This is an optimization exercise on Yosys and OpenROAD, whose aim is small area, not a production implementation.
Only simulation tests tie the RTL to the original design; equivalence was not proved.

==> inputs of violet <==
==> flow/design.v <==
`timescale 1ns / 1ps
module DSP_DATA_SWITCH
#(parameter DATA_WIDTH_IN_BYTES = 4)
(
input   wire ACLK,
input   wire ARESETn,
input   wire   [7:0]                    s_axis_tdata_sel,
input   wire                            s_axis_tvalid_sel,
output  wire                            s_axis_tready_sel,
input  wire [8*DATA_WIDTH_IN_BYTES-1:0] s_axis_tdata_0,
input  wire                             s_axis_tvalid_0,
input  wire                             s_axis_tlast_0,
output wire                             s_axis_tready_0,
input  wire [8*DATA_WIDTH_IN_BYTES-1:0] s_axis_tdata_1,
input  wire                             s_axis_tlast_1,
input  wire                             s_axis_tvalid_1,
output wire                             s_axis_tready_1,
input  wire [8*DATA_WIDTH_IN_BYTES-1:0] s_axis_tdata_2,
input  wire                             s_axis_tvalid_2,
input  wire                             s_axis_tlast_2,
output wire                             s_axis_tready_2 ,
output wire [8*DATA_WIDTH_IN_BYTES-1:0] m_axis_tdata ,
output wire                             m_axis_tvalid,
output wire                             m_axis_tlast,
input  wire                             m_axis_tready,
output reg RDY
    );
localparam W = 8*DATA_WIDTH_IN_BYTES;
wire       cmd_hi = |s_axis_tdata_sel[7:2];
wire [2:0] cmd = cmd_hi ? 3'b000 :
                 {s_axis_tdata_sel[1] & !s_axis_tdata_sel[0],
                  !s_axis_tdata_sel[1] & s_axis_tdata_sel[0],
                  !s_axis_tdata_sel[1] & !s_axis_tdata_sel[0]};
reg  [2:0] select;            
reg  [1:0] select_reg;        
wire [1:0] cmd_code = {cmd_hi | s_axis_tdata_sel[1], cmd_hi | s_axis_tdata_sel[0]};
wire [2:0] select_reg_dec = {select_reg == 2'd2, select_reg == 2'd1, select_reg == 2'd0};
reg        state_sel;
reg        s_axis_tvalid_sel_int;
reg        s_axis_tready_sel_int;
reg        allow_state_selection;
reg  [1:0] state_f;           
wire [2:0] st = {state_f == 2'd2, state_f == 2'd1, state_f == 2'd0};
reg        m_axis_tready_reg;
reg  [2:0] s_axis_tvalid_reg;
reg  [2:0] m_axis_tready_int;
reg        m_axis_tvalid_int;
reg        m_axis_tlast_int;
reg  [W-1:0] m_axis_tdata_int;
reg  [W-1:0] m_axis_tdata_reg;
reg          m_axis_tlast_reg;
reg  [W-1:0] temp_m_axis_tdata_reg;
reg          temp_m_axis_tlast_reg;
reg          temp_loaded;     
assign m_axis_tvalid     = m_axis_tvalid_int;
assign s_axis_tready_0   = m_axis_tready_int[0];
assign s_axis_tready_1   = m_axis_tready_int[1];
assign s_axis_tready_2   = m_axis_tready_int[2];
assign m_axis_tdata      = m_axis_tdata_reg;
assign m_axis_tlast      = m_axis_tlast_reg;
assign s_axis_tready_sel = s_axis_tready_sel_int;
wire [2:0] s_valid3 = {s_axis_tvalid_2, s_axis_tvalid_1, s_axis_tvalid_0};
wire [2:0] s_last3  = {s_axis_tlast_2, s_axis_tlast_1, s_axis_tlast_0};
wire sel_ok   = |select;
wire any_last = |s_last3;
always @(posedge ACLK) begin
    if (!ARESETn) begin
        RDY                   <= 1'b1;
        state_sel             <= 1'b0;
        s_axis_tvalid_sel_int <= 1'b0;
        s_axis_tready_sel_int <= 1'b0;
        allow_state_selection <= 1'b0;
        select_reg            <= 2'd0;
        select                <= 3'b001;
    end else begin
        RDY                   <= sel_ok;
        state_sel             <= sel_ok & (state_sel ? !m_axis_tlast_int : s_axis_tvalid_sel_int);
        s_axis_tvalid_sel_int <= s_axis_tvalid_sel;
        s_axis_tready_sel_int <= !state_sel;
        allow_state_selection <= state_sel;
        if (state_sel) begin
            select_reg <= cmd_code;
            if (any_last) select <= select_reg_dec;
        end else if (!sel_ok) begin
            select <= cmd;
        end
    end
end
wire st_w    = &state_f;
wire x_rdy   = |(st & m_axis_tready_int);
wire x_vreg  = |(st & s_axis_tvalid_reg);
wire x_valid = |(st & s_valid3);
wire x_last  = |(st & s_last3);
wire s_valid = |(select & s_valid3);
wire s_stall = |(select & m_axis_tready_int & s_axis_tvalid_reg) & !m_axis_tready;
wire s_last  = |(select & s_last3);
wire rdy_next = m_axis_tready_reg & !m_axis_tlast_int & !s_stall;
wire start   = m_axis_tready & allow_state_selection &
               |(select & {s_axis_tvalid_reg[2:1], s_axis_tvalid_0});
wire load_out  = x_rdy & (m_axis_tready | !x_vreg);
wire load_temp = x_rdy & !m_axis_tready & x_vreg;
wire load_skid = !st_w & !x_rdy & m_axis_tready;
always @(posedge ACLK) begin
    if (!ARESETn) begin
        state_f           <= 2'd3;
        m_axis_tready_reg <= 1'b0;
        m_axis_tready_int <= 3'b000;
        m_axis_tvalid_int <= 1'b0;
        m_axis_tlast_int  <= 1'b0;
        temp_loaded       <= 1'b0;
    end else begin
        if (st_w)
            state_f <= start ? {select[2], select[1]} : 2'd3;
        else if (m_axis_tlast_int)
            state_f <= 2'd3;
        m_axis_tready_reg <= m_axis_tready;
        m_axis_tready_int <= select & {3{rdy_next}};
        if (st_w)        m_axis_tlast_int <= 1'b0;
        else if (sel_ok) m_axis_tlast_int <= s_last;
        if (st_w)
            m_axis_tvalid_int <= s_valid;
        else if (x_rdy)
            m_axis_tvalid_int <= x_valid | !m_axis_tready & x_vreg;
        else if (m_axis_tready)
            m_axis_tvalid_int <= x_last ? x_valid : RDY & x_vreg;
        if (load_temp) temp_loaded <= 1'b1;
    end
end
always @(posedge ACLK)
    s_axis_tvalid_reg <= s_valid3;
wire c_a = ARESETn & load_out;
wire c_b = ARESETn & load_skid & temp_loaded;
wire c_h = ARESETn & !load_out & !load_skid;
always @(posedge ACLK) begin
    m_axis_tdata_reg <= {W{c_a}} & ~m_axis_tdata_int | {W{c_b}} & ~temp_m_axis_tdata_reg | {W{c_h}} & m_axis_tdata_reg;
    m_axis_tlast_reg <= c_a & m_axis_tlast_int | c_b & temp_m_axis_tlast_reg | c_h & m_axis_tlast_reg;
end
always @(posedge ACLK) begin
    m_axis_tdata_int <= ~({W{select[0]}} & s_axis_tdata_0 | {W{select[1]}} & s_axis_tdata_1 | {W{select[2]}} & s_axis_tdata_2);
    if (load_temp) begin
        temp_m_axis_tdata_reg <= m_axis_tdata_int;
        temp_m_axis_tlast_reg <= m_axis_tlast_int;
    end
end
endmodule
`timescale 1 ns / 1 ps
	module DSP_DATA_SWITCH_v1_0 #
	(
    parameter integer DATA_WIDTH_IN_BYTES	= 4
	)
	(
        output wire  RDY,
        input  wire  ACLK,
        input  wire  ARESETn,
		output wire  s00_axis_tready,
		input wire [8*DATA_WIDTH_IN_BYTES-1 : 0] s00_axis_tdata,
		input wire  s00_axis_tlast,
		input wire  s00_axis_tvalid,
		output wire  s01_axis_tready,
		input wire [8*DATA_WIDTH_IN_BYTES-1 : 0] s01_axis_tdata,
		input wire  s01_axis_tlast,
		input wire  s01_axis_tvalid,
		output wire  s02_axis_tready,
		input wire [8*DATA_WIDTH_IN_BYTES-1 : 0] s02_axis_tdata,
		input wire  s02_axis_tlast,
		input wire  s02_axis_tvalid,
		output wire  s03_sel_axis_tready,
		input wire [7:0] s03_sel_axis_tdata,
		input wire  s03_sel_axis_tvalid,
		output wire  m00_axis_tvalid,
		output wire [8*DATA_WIDTH_IN_BYTES-1 : 0] m00_axis_tdata,
		output wire  m00_axis_tlast,
		input wire  m00_axis_tready
	);
	DSP_DATA_SWITCH 
	#(
	.DATA_WIDTH_IN_BYTES(DATA_WIDTH_IN_BYTES)
	)
	DSP_DATA_SWITCH
	(	
	.s_axis_tdata_sel (s03_sel_axis_tdata ), 
	.s_axis_tvalid_sel(s03_sel_axis_tvalid),
	.s_axis_tready_sel(s03_sel_axis_tready),
	.s_axis_tdata_0 (s00_axis_tdata),
	.s_axis_tvalid_0(s00_axis_tvalid),
	.s_axis_tready_0(s00_axis_tready),
	.s_axis_tlast_0 (s00_axis_tlast),
	.s_axis_tdata_1 (s01_axis_tdata ),
	.s_axis_tvalid_1(s01_axis_tvalid),
	.s_axis_tready_1(s01_axis_tready),
	.s_axis_tlast_1 (s01_axis_tlast ),
	.s_axis_tdata_2 (s02_axis_tdata ),
	.s_axis_tvalid_2(s02_axis_tvalid),
	.s_axis_tready_2(s02_axis_tready),
	.s_axis_tlast_2 (s02_axis_tlast ),
	.m_axis_tdata  (m00_axis_tdata ),
	.m_axis_tvalid (m00_axis_tvalid),
	.m_axis_tready (m00_axis_tready),
    .m_axis_tlast  (m00_axis_tlast ),
    .RDY(RDY),
    .ACLK(ACLK),
    .ARESETn(ARESETn)
	);
	endmodule
==> flow/flow/run.sh <==
#!/bin/bash
# Standard ORFS layout with three changes:
#  - synthesis maps the combinational logic with an area-oriented ABC script (flow/synth.tcl);
#  - port buffers are made as sky130_fd_sc_hd__buf_1;
#  - the clock tree uses small clock buffers and no dummy loads.
set -euo pipefail
HERE=$(pwd)
export FLOW_FLOW_ABC="$HERE/flow/area.abc"
BP="-buffer_cell sky130_fd_sc_hd__buf_1"
CA="-sink_clustering_enable -repair_clock_nets -dont_use_dummy_load -buf_list sky130_fd_sc_hd__clkbuf_4 -root_buf sky130_fd_sc_hd__clkbuf_4"
export BUFFER_PORTS_ARGS="$BP" CTS_ARGS="$CA"
bash standard.sh finish "SYNTH_SCRIPT=$HERE/flow/synth.tcl" "BUFFER_PORTS_ARGS=$BP" "CTS_ARGS=$CA" > orfs_make.log 2>&1
==> flow/flow/area.abc <==
strash
ifraig
scorr
dc2
strash
dch -f
&get -n
&nf -p -R 1000 -F 8 -A 4 -a
&put
topo
==> flow/flow/synth.tcl <==
# Standard ORFS synthesis (as synth_recipe.tcl runs it), except that the combinational logic is
# mapped with an area-oriented ABC script (flow/area.abc, path in FLOW_FLOW_ABC). Flip-flops are
# mapped before ABC runs, so the registers, their names and cell types are the standard ones.
proc synth {args} { yosys synth -nofsm -noshare {*}$args }
set f [open $::env(SCRIPTS_DIR)/synth.tcl]; set txt [read $f]; close $f
set pre {source $::env(SCRIPTS_DIR)/synth_preamble.tcl}
set idx [string first $pre $txt]
if {$idx < 0} { error "preamble line not found" }
set txt [string replace $txt $idx [expr {$idx + [string length $pre] - 1}] \
  "$pre\nset abc_args \[list -script $::env(FLOW_FLOW_ABC) {*}\[lrange \$abc_args 2 end\]\]\nputs \"custom abc args: \$abc_args\""]
eval $txt
# left out here: clear keep_hierarchy, flatten, clean up, hide names made inside functions, write 1_2_yosys.v
==> flow/standard.sh <==
#!/bin/bash
# synth_recipe.tcl (not shown) runs the flow's synth.tcl, then flattens the netlist and writes it again
# the make line also repeats each setting of config.mk as NAME=value (left out here)
make -C /OpenROAD-flow-scripts/flow DESIGN_CONFIG=/design/flow/config.mk WORK_HOME=/design/flow/orfs CLKGATE_MAP_FILE= SYNTH_SCRIPT=/design/flow/synth_recipe.tcl "${@:-finish}"
==> flow/config.mk <==
export PLATFORM = sky130hd
export DESIGN_NAME = DSP_DATA_SWITCH_v1_0
export DESIGN_NICKNAME = DSP_DATA_SWITCH_v1_0
export VERILOG_FILES = /design/flow/design.v
export SDC_FILE = /design/flow/constraint.sdc
export NUM_CORES = 4
export LEC_CHECK = 0
export CAP_MARGIN = 0
export CORE_MARGIN = 2
export CORE_UTILIZATION = 60
export PLACE_DENSITY = 0.75
export SLEW_MARGIN = 0
==> flow/constraint.sdc <==
create_clock -name core_clock -period 5.0 [get_ports {ACLK}]
set_input_delay 1.0000 -clock core_clock [delete_from_list [all_inputs] [get_ports {ACLK}]]
set_output_delay 1.0000 -clock core_clock [all_outputs]
set_load 0.01 [all_outputs]
==> lagoon (differences from violet) <==
--- a/flow/design.v
+++ b/flow/design.v
@@ -33,13 +33,10 @@
                   !s_axis_tdata_sel[1] & !s_axis_tdata_sel[0]};
 reg  [2:0] select;            
-reg  [1:0] select_reg;        
-wire [1:0] cmd_code = {cmd_hi | s_axis_tdata_sel[1], cmd_hi | s_axis_tdata_sel[0]};
-wire [2:0] select_reg_dec = {select_reg == 2'd2, select_reg == 2'd1, select_reg == 2'd0};
+reg  [2:0] select_reg;
 reg        state_sel;
 reg        s_axis_tvalid_sel_int;
 reg        s_axis_tready_sel_int;
 reg        allow_state_selection;
-reg  [1:0] state_f;           
-wire [2:0] st = {state_f == 2'd2, state_f == 2'd1, state_f == 2'd0};
+reg  [2:0] state_f;           
 reg        m_axis_tready_reg;
 reg  [2:0] s_axis_tvalid_reg;
@@ -71,5 +68,5 @@
         s_axis_tready_sel_int <= 1'b0;
         allow_state_selection <= 1'b0;
-        select_reg            <= 2'd0;
+        select_reg            <= 3'b001;
         select                <= 3'b001;
     end else begin
@@ -80,6 +77,6 @@
         allow_state_selection <= state_sel;
         if (state_sel) begin
-            select_reg <= cmd_code;
-            if (any_last) select <= select_reg_dec;
+            select_reg <= cmd;
+            if (any_last) select <= select_reg;
         end else if (!sel_ok) begin
             select <= cmd;
@@ -87,9 +84,9 @@
     end
 end
-wire st_w    = &state_f;
-wire x_rdy   = |(st & m_axis_tready_int);
-wire x_vreg  = |(st & s_axis_tvalid_reg);
-wire x_valid = |(st & s_valid3);
-wire x_last  = |(st & s_last3);
+wire st_w    = !(|state_f);
+wire x_rdy   = |(state_f & m_axis_tready_int);
+wire x_vreg  = |(state_f & s_axis_tvalid_reg);
+wire x_valid = |(state_f & s_valid3);
+wire x_last  = |(state_f & s_last3);
 wire s_valid = |(select & s_valid3);
 wire s_stall = |(select & m_axis_tready_int & s_axis_tvalid_reg) & !m_axis_tready;
@@ -103,5 +100,5 @@
 always @(posedge ACLK) begin
     if (!ARESETn) begin
-        state_f           <= 2'd3;
+        state_f           <= 3'b000;
         m_axis_tready_reg <= 1'b0;
         m_axis_tready_int <= 3'b000;
@@ -111,7 +108,7 @@
     end else begin
         if (st_w)
-            state_f <= start ? {select[2], select[1]} : 2'd3;
+            state_f <= start ? select : 3'b000;
         else if (m_axis_tlast_int)
-            state_f <= 2'd3;
+            state_f <= 3'b000;
         m_axis_tready_reg <= m_axis_tready;
         m_axis_tready_int <= select & {3{rdy_next}};
@@ -121,5 +118,5 @@
             m_axis_tvalid_int <= s_valid;
         else if (x_rdy)
-            m_axis_tvalid_int <= x_valid | !m_axis_tready & x_vreg;
+            m_axis_tvalid_int <= RDY & (m_axis_tready | !x_vreg ? x_valid : x_vreg);
         else if (m_axis_tready)
             m_axis_tvalid_int <= x_last ? x_valid : RDY & x_vreg;
==> flow/flow/area.abc (replaced) <==
strash
&get -n
&dch -f
&nf -p -R 1000 -F 8 -A 4 -a
&put
topo
--- a/flow/config.mk
+++ b/flow/config.mk
@@ -6,7 +6,6 @@
 export NUM_CORES = 4
 export LEC_CHECK = 0
-export CAP_MARGIN = 0
+export CAP_MARGIN = 20
 export CORE_MARGIN = 2
-export CORE_UTILIZATION = 60
-export PLACE_DENSITY = 0.75
-export SLEW_MARGIN = 0
+export CORE_UTILIZATION = 40
+export SLEW_MARGIN = 20
==> zinc (differences from violet) <==
--- a/flow/design.v
+++ b/flow/design.v
@@ -121,5 +121,5 @@
             m_axis_tvalid_int <= s_valid;
         else if (x_rdy)
-            m_axis_tvalid_int <= x_valid | !m_axis_tready & x_vreg;
+            m_axis_tvalid_int <= RDY & (m_axis_tready | !x_vreg ? x_valid : x_vreg);
         else if (m_axis_tready)
             m_axis_tvalid_int <= x_last ? x_valid : RDY & x_vreg;
==> flow/flow/area.abc (replaced) <==
strash
&get -n
&dch -f
&nf -p -R 1000 -F 8 -A 4 -a
&put
topo
--- a/flow/config.mk
+++ b/flow/config.mk
@@ -8,5 +8,5 @@
 export CAP_MARGIN = 0
 export CORE_MARGIN = 2
-export CORE_UTILIZATION = 60
-export PLACE_DENSITY = 0.75
+export CORE_UTILIZATION = 40
+export GPL_TIMING_DRIVEN = 0
 export SLEW_MARGIN = 0
==> notes <==
- Synthesized area: violet < zinc < lagoon.
- Against zinc, the synthesized cell count of violet is smaller by about 2%.
- Global-route usage: lagoon is higher than zinc (0.27 points).
- Of zinc and lagoon, lagoon has the higher routed wire length (gap 0.68%, measured against lagoon).
- Register-to-register slack, highest first: violet, lagoon, zinc.
- Against violet, the final cell count of zinc is larger by about 11%.

## separate check: timing with driven ports
The results above use ideal ports. As a check the final layouts listed here were re-extracted and re-timed, cells and wires unchanged.
Step 1: set_driving_cell puts a clkbuf_16 on ACLK and a buf_2 on each other input, an assumption about the parent block.
Step 2 adds t to the input delays and takes it off the output delays; t is the mean of the earliest and latest rising clock arrival at the registers after step 1. Input paths then give back, and output paths get back, about the clock's delay inside the block.
a / b / c = ideal ports / drivers / drivers and shift; a / b = the first two.
| run | shift t [ns] | setup WS [ns] | worst setup path after step 2 |
|---|---|---|---|
| violet | 0.492 | 2.685 / 2.685 / 2.491 | input to register |
| lagoon | 0.497 | 2.425 / 2.432 / 1.934 | input to register |
| zinc | 0.496 | 2.261 / 2.261 / 1.765 | input to register |
After both steps setup and hold are still met in every run listed. For zinc, which loses most, drivers alone change the setup slack by 0.000 ns; drivers and shift together by -0.496 ns.
